Context: an optimization exercise on an open-source flow, tuned for small area, a short achievable clock period and few clock cycles per item. The choices shown serve that exercise and are no tape-out recipe. RTL that was checked went through simulation tests only; none was proved equivalent to the original.

==> flow/design.v (excerpt) <==
module reciprocal_float(
    input clk, rst,
    input start,
    input [31:0] x,
    output [31:0] out,
    output done, zero_flag
);
    localparam NC = 23;          
    localparam W = 29;           
    reg busy, done_r, first_r;
    reg [4:0] cnt;
    reg [22:0] xm_r;             
    reg [W-1:0] r;
    reg s_r, zf_r, mz_r, p24_r;
    wire [22:0] keep;
    genvar k;
    generate
        for (k = 0; k < 23; k = k + 1) begin : dec
            assign keep[k] = ~busy | (cnt < k);
        end
    endgenerate
    wire first = first_r;
    wire [W-1:0] xm0 = {{(W-25){1'b0}}, 1'b1, xm_r, 1'b0};
    wire p0 = ~r[W-1];
    wire [W-1:1] t0;
    pfx_addx #(.W(W-1)) ad0 (.a(r[W-1:1]), .b(xm0[W-1:1]), .p(p0), .cin(p0 | first), .s(t0));
    wire [W-1:0] rn = {t0[W-2:1], r[0], p0};
    wire mz = ~(|x[22:0]);
    wire last = (cnt == NC - 1);
    wire [7:0] ex = ~x[30:23] - 8'd2 + {7'd0, mz_r};
    always @(posedge clk or posedge rst) begin
        if (rst) begin
            busy <= 1'b0;
            done_r <= 1'b0;
        end else begin
            done_r <= busy && last;
            if (!busy)
                busy <= start;
            else if (last)
                busy <= 1'b0;
        end
    end
    always @(posedge clk) begin
        first_r <= ~busy;
        cnt <= busy ? cnt + 5'd1 : 5'd0;
        if (!busy)
            r <= ~{{(W-25){1'b0}}, x[22:0], 2'b00};
        else if (first && mz_r)
            r <= {{(W-25){1'b1}}, 23'd0, 2'b11};
        else if (last)
            r <= {ex, rn[20:0]};
        else
            r <= rn;
        xm_r <= x[22:0] & keep;
        p24_r <= ~t0[W-1];
        s_r <= x[31];
        mz_r <= mz;
        zf_r <= mz & ~(|x[30:23]);
    end
    assign done = done_r;
    assign zero_flag = zf_r;
  ...
For scale: about 390 cells after synthesis, ~69 I/O pins, about 3500 um2 of cells after synthesis.
export LEC_CHECK = 0
export CAP_MARGIN = 20
export CORE_MARGIN = 2
export CORE_UTILIZATION = 40
export CTS_BUF_LIST = sky130_fd_sc_hd__clkbuf_4
export CTS_CLUSTER_SIZE = 10
export SLEW_MARGIN = 20
create_clock -name core_clock -period 11.0 [get_ports {clk}]
standard.sh (not shown) runs the stock make flow with config.mk's settings and CLKGATE_MAP_FILE= SYNTH_SCRIPT=/design/flow/synth_recipe.tcl, a recipe that flattens the netlist after the stock synthesis.
==> flow/flow/run.sh <==
#!/bin/bash
# The standard layout (standard.sh, unchanged synthesis), with repair_timing
# aiming below the clock period and smaller port buffers.
set -euo pipefail
bash standard.sh SETUP_SLACK_MARGIN=7.8 'BUFFER_PORTS_ARGS=-buffer_cell sky130_fd_sc_hd__buf_1' finish > standard_flow.log 2>&1
The starting point finished with timing, DRC and antenna clean.
Testbench counts at the start, summed over its fixed seeds: cycles 40,000, items 1,600.
==> next run, changes <==
--- a/flow/config.mk
+++ b/flow/config.mk
@@ -11,2 +10,0 @@
-export CTS_BUF_LIST = sky130_fd_sc_hd__clkbuf_4
-export CTS_CLUSTER_SIZE = 10
After rerunning: Critical path depth stays the same; worst setup slack improves by 0.012 ns; final area grows by 2.1%; core utilization grows by 0.99 points; routed wire length grows by 3.4%; via count shrinks by 0.40%; global-route usage grows by 0.29 points; register-to-register slack improves by 0.05 ns.
==> next run, changes <==
--- a/flow/config.mk
+++ b/flow/config.mk
@@ -10 +10 @@
-export CORE_UTILIZATION = 40
+export CORE_UTILIZATION = 50
What happened: Area after synthesis is unchanged; global-route usage climbs by 4.6 points; critical path depth rose by 1; die area fell by 19%; cell area rose by 1.6%; worst hold slack gets worse by 0.0035 ns; register-to-register slack degrades by 0.04 ns; clock skew stays flat; clock-buffer cell count fell by 4.
==> next run, changes <==
--- a/flow/config.mk
+++ b/flow/config.mk
@@ -10 +10 @@
-export CORE_UTILIZATION = 50
+export CORE_UTILIZATION = 40
@@ -11,0 +12,2 @@
+export SYNTH_HIERARCHICAL = 1
+export SYNTH_MINIMUM_KEEP_SIZE = 0
Utilization decreases by 13 points.
Via count is higher by 3.5%.
Routed wire length is higher by 3.4%.
Hold slack improves by 0.0048 ns.
==> next run, changes <==
--- a/flow/config.mk
+++ b/flow/config.mk
@@ -10,0 +11 @@
+export GPL_TIMING_DRIVEN = 1
@@ -12,2 +12,0 @@
-export SYNTH_HIERARCHICAL = 1
-export SYNTH_MINIMUM_KEEP_SIZE = 0
What happened: Synthesized area goes down by a few percent; cell count goes down by a few percent; synthesized cell count goes down by a few percent; count of clock-buffer cells in the layout does not change; die area goes down by a few percent; sequential share of layout area goes up by 0.76 points.
==> next run, changes <==
--- a/flow/config.mk
+++ b/flow/config.mk
@@ -7,0 +8 @@
+export ABC_CLOCK_PERIOD_IN_PS = 2500
@@ -11 +11,0 @@
-export GPL_TIMING_DRIVEN = 1
What happened: Sequential share of layout area stays the same. Critical path depth stays the same. Routed wire length stays the same. Non-clock buffer count does not change. Sequential cell count stays the same. Area after synthesis does not change.


reciprocal_float, a different RTL version from the one above (not shown whole).
Size: about 710 cells after synthesis, roughly 6100 um^2 of cells after synthesis.
==> flow/config.mk <==
export PLATFORM = sky130hd
export DESIGN_NAME = reciprocal_float
export DESIGN_NICKNAME = reciprocal_float
export VERILOG_FILES = /design/flow/design.v
export SDC_FILE = /design/flow/constraint.sdc
export NUM_CORES = 4
export LEC_CHECK = 0
export CAP_MARGIN = 20
export CORE_MARGIN = 2
export CORE_UTILIZATION = 40
export SETUP_SLACK_MARGIN = 5
export SLEW_MARGIN = 20
==> flow/constraint.sdc <==
create_clock -name core_clock -period 11.0 [get_ports {clk}]
set_input_delay 2.2000 -clock core_clock [delete_from_list [all_inputs] [get_ports {clk}]]
set_output_delay 2.2000 -clock core_clock [all_outputs]
set_load 0.01 [all_outputs]
run.sh (not shown) runs the stock make flow with config.mk's settings and CLKGATE_MAP_FILE= SYNTH_SCRIPT=/design/flow/synth_recipe.tcl, a recipe that flattens the netlist after the stock synthesis.
Stock flow here: none of the scripts above is used.
Rerun with:
==> flow/flow/run.sh (new file) <==
#!/bin/bash
# The standard layout (standard.sh, unchanged synthesis), with repair_timing
# aiming below the clock period and, where set, smaller port buffers.
set -euo pipefail
bash standard.sh SETUP_SLACK_MARGIN=7 finish > standard_flow.log 2>&1
==> flow/standard.sh (new file) <==
#!/bin/bash
# synth_recipe.tcl (not shown) runs the flow's synth.tcl, then flattens the netlist and writes it again
# the make line also repeats each setting of config.mk as NAME=value (left out here)
make -C /OpenROAD-flow-scripts/flow DESIGN_CONFIG=/design/flow/config.mk WORK_HOME=/design/flow/orfs CLKGATE_MAP_FILE= SYNTH_SCRIPT=/design/flow/synth_recipe.tcl "${@:-finish}"
--- a/flow/config.mk
+++ b/flow/config.mk
@@ -10,3 +10,2 @@
 export CORE_UTILIZATION = 40
-export SETUP_SLACK_MARGIN = 5
 export SLEW_MARGIN = 20
removed: flow/run.sh
What happened:
- clock skew goes down by 0.0060 ns
- wire length grows by 13%
Rerun with:
==> flow/run.sh (new file) <==
#!/bin/bash
# synth_recipe.tcl (not shown) runs the flow's synth.tcl, then flattens the netlist and writes it again
# the make line also repeats each setting of config.mk as NAME=value (left out here)
make -C /OpenROAD-flow-scripts/flow DESIGN_CONFIG=/design/flow/config.mk WORK_HOME=/design/flow/orfs CLKGATE_MAP_FILE= SYNTH_SCRIPT=/design/flow/synth_recipe.tcl finish
removed: flow/flow/run.sh
removed: flow/standard.sh
Effect: Via count came out lower by a little under a tenth. Global-route usage decreases by 2.2 points. Hold slack gets better by 0.0098 ns. Count of clock-buffer cells in the layout is unchanged. Setup slack got worse by 0.82 ns. Design area decreases by about a fifth. Non-clock buffer count shrinks by 66.
No functional check of the RTL was part of any run of this note.


Setup of middle:
Another version of the RTL of reciprocal_float (not shown whole).
For scale: about 490 cells after synthesis, roughly 69 I/O pins, roughly 4400 µm² of cells after synthesis.
clock: 11.0 ns
lec_check: 0
cap_margin: 20
core_margin: 2
core_utilization: 40
slew_margin: 20
synth_hierarchical: 1
synth_minimum_keep_size: 0
standard.sh (not shown) runs the stock make flow with config.mk's settings and CLKGATE_MAP_FILE= SYNTH_SCRIPT=/design/flow/synth_recipe.tcl, a recipe that flattens the netlist after the stock synthesis.
==> flow/flow/run.sh <==
#!/bin/bash
# The standard layout (standard.sh, unchanged synthesis), with repair_timing
# aiming below the clock period and smaller port buffers.
set -euo pipefail
bash standard.sh SETUP_SLACK_MARGIN=8.0 'BUFFER_PORTS_ARGS=-buffer_cell sky130_fd_sc_hd__buf_1' finish > standard_flow.log 2>&1
middle did not stop at any stage, and its layout met the timing, design-rule and antenna checks.
Testbench counts of middle, summed over its fixed seeds: cycles 40,000, items 1,600.
Modified inputs, east compared to middle
==> flow/flow/run.sh <==
#!/bin/bash
# The standard layout (standard.sh, unchanged synthesis), with repair_timing
# aiming below the clock period and smaller port buffers.
set -euo pipefail
bash standard.sh SETUP_SLACK_MARGIN=7.6 'BUFFER_PORTS_ARGS=-buffer_cell sky130_fd_sc_hd__buf_1' finish > standard_flow.log 2>&1
## What came out
In the flow results for middle and east, the length of routed wiring on met1 is larger on middle.
Cell area (east / middle): 0.915
Relative to middle, the final net count measured on east has decreased by a few percent.
Side by side, share of post-route cells with drive strength above 1 turned out lower in east than in middle.
Changes observed in east relative to middle: wire length moved down.


cedar:
RTL: one of the versions met above, not the one the previous note started from.
Size: about 390 cells after synthesis, roughly 64 flip-flops, about 69 I/O pins, about 3500 sq um of cells after synthesis.
==> flow/config.mk <==
export PLATFORM = sky130hd
export DESIGN_NAME = reciprocal_float
export DESIGN_NICKNAME = reciprocal_float
export VERILOG_FILES = /design/flow/design.v
export SDC_FILE = /design/flow/constraint.sdc
export NUM_CORES = 4
export LEC_CHECK = 0
export ABC_CLOCK_PERIOD_IN_PS = 1500
export CAP_MARGIN = 20
export CORE_MARGIN = 2
export CORE_UTILIZATION = 40
export SLEW_MARGIN = 20
==> flow/constraint.sdc <==
create_clock -name core_clock -period 11.0 [get_ports {clk}]
set_input_delay 2.2000 -clock core_clock [delete_from_list [all_inputs] [get_ports {clk}]]
set_output_delay 2.2000 -clock core_clock [all_outputs]
set_load 0.01 [all_outputs]
==> flow/flow/run.sh <==
#!/bin/bash
# The standard layout (standard.sh, unchanged synthesis), with repair_timing
# aiming below the clock period and smaller port buffers.
set -euo pipefail
bash standard.sh SETUP_SLACK_MARGIN=7.8 'BUFFER_PORTS_ARGS=-buffer_cell sky130_fd_sc_hd__buf_1' finish > standard_flow.log 2>&1
cedar did not stop at any stage, and its layout met the timing, design-rule and antenna checks.
Testbench counts of cedar, summed over its fixed seeds: cycles 40,000, items 1,600.
diff inputs: cedar => pepper
Settings: ABC_CLOCK_PERIOD_IN_PS no longer set, was 1500; CTS_CLUSTER_DIAMETER now 40, previously not set; CTS_BUF_LIST now sky130_fd_sc_hd__clkbuf_4, previously not set.
### Flow results
Utilization is lower on pepper. From cedar to pepper the numbers moved as follows: final design area excluding fillers decreased by about 2% relative to the old numbers; final worst-path setup slack decreased by 12 ps relative to the old numbers. As far as number of antenna violations at the first check in global routing goes, pepper and cedar are indistinguishable; the numbers are identical. Area added between synthesis and finish: pepper < cedar.
The inputs of harbor differ from those of pepper as listed below.
Settings: removing CTS_BUF_LIST (formerly sky130_fd_sc_hd__clkbuf_4); removing CTS_CLUSTER_DIAMETER (formerly 40).
==> flow/flow/run.sh <==
#!/bin/bash
# The standard layout (standard.sh, unchanged synthesis), with repair_timing
# aiming below the clock period and smaller port buffers.
set -euo pipefail
bash standard.sh SETUP_SLACK_MARGIN=7.95 'BUFFER_PORTS_ARGS=-buffer_cell sky130_fd_sc_hd__buf_1' finish > standard_flow.log 2>&1
### Flow results
Changes observed in harbor relative to pepper: depth of the worst register-to-register path rose 2, final standard cell area without fillers rose 7.8%. Looking at critical path launch point, the r[28] result is from harbor; the r[7] one comes from pepper. For harbor and pepper, there was not a single run that failed to finish clean. Routed wire length delta (harbor − pepper): unfavourable.
For amber, these inputs were changed with respect to harbor:
Settings: an added CTS_BUF_LIST of sky130_fd_sc_hd__clkbuf_2 sky130_fd_sc_hd__clkbuf_4.
==> flow/flow/run.sh <==
#!/bin/bash
# The standard layout (standard.sh, unchanged synthesis), with repair_timing
# aiming below the clock period and smaller port buffers.
set -euo pipefail
bash standard.sh SETUP_SLACK_MARGIN=7.8 'BUFFER_PORTS_ARGS=-buffer_cell sky130_fd_sc_hd__buf_1' finish > standard_flow.log 2>&1
==> comparison <==
No stage failed in amber, and the final checks on the layout all came back clean. In the reports for amber and harbor, the smaller routed length on met1 belongs to amber. amber against harbor: minimum period implied by the final worst setup slack level; worst hold slack was more or less identical; utilization after layout -3.7 points.

==> separate check: timing with driven ports <==
No port has a modelled driver above. Below, the same layouts with a new extraction and two added sets of constraints.
Step 1, drivers: a clkbuf_16 drives clk and a buf_2 each remaining input, both assumed.
Step 2 moves the port delays by t, midway between the first and last clock arrival at a register: inputs arrive t later, outputs are due t later. That takes back most of the time a late clock gives input paths.
a / b / c = ideal ports / drivers / drivers and shift; a / b = the first two.
run	t (ns)	setup slack, ns	pins driven straight from the clock port
the first run of note 1	0.436	7.860 / 7.832 / 7.437	1
the second run of note 1	0.379	7.872 / 7.842 / 7.546	1
the third run of note 1	0.363	7.833 / 7.801 / 7.544	1
the fourth run of note 1	0.377	7.868 / 7.835 / 7.572	1
the fifth run of note 1	0.379	7.872 / 7.842 / 7.546	1
the sixth run of note 1	0.379	7.872 / 7.842 / 7.546	1
the first run of note 2	0.394	5.274 / 5.274 / 5.274	1
the second run of note 2	0.395	5.665 / 5.665 / 5.665	1
the third run of note 2	0.389	4.846 / 4.846 / 4.846	1
middle	0.384	7.658 / 7.626 / 7.759	1
east	0.375	7.696 / 7.666 / 7.527	1
cedar	0.379	7.872 / 7.842 / 7.546	1
pepper	0.436	7.860 / 7.832 / 7.437	1
harbor	0.370	7.860 / 7.830 / 7.580	1
amber	0.436	7.860 / 7.832 / 7.437	1
After both steps every run listed still meets setup and hold.
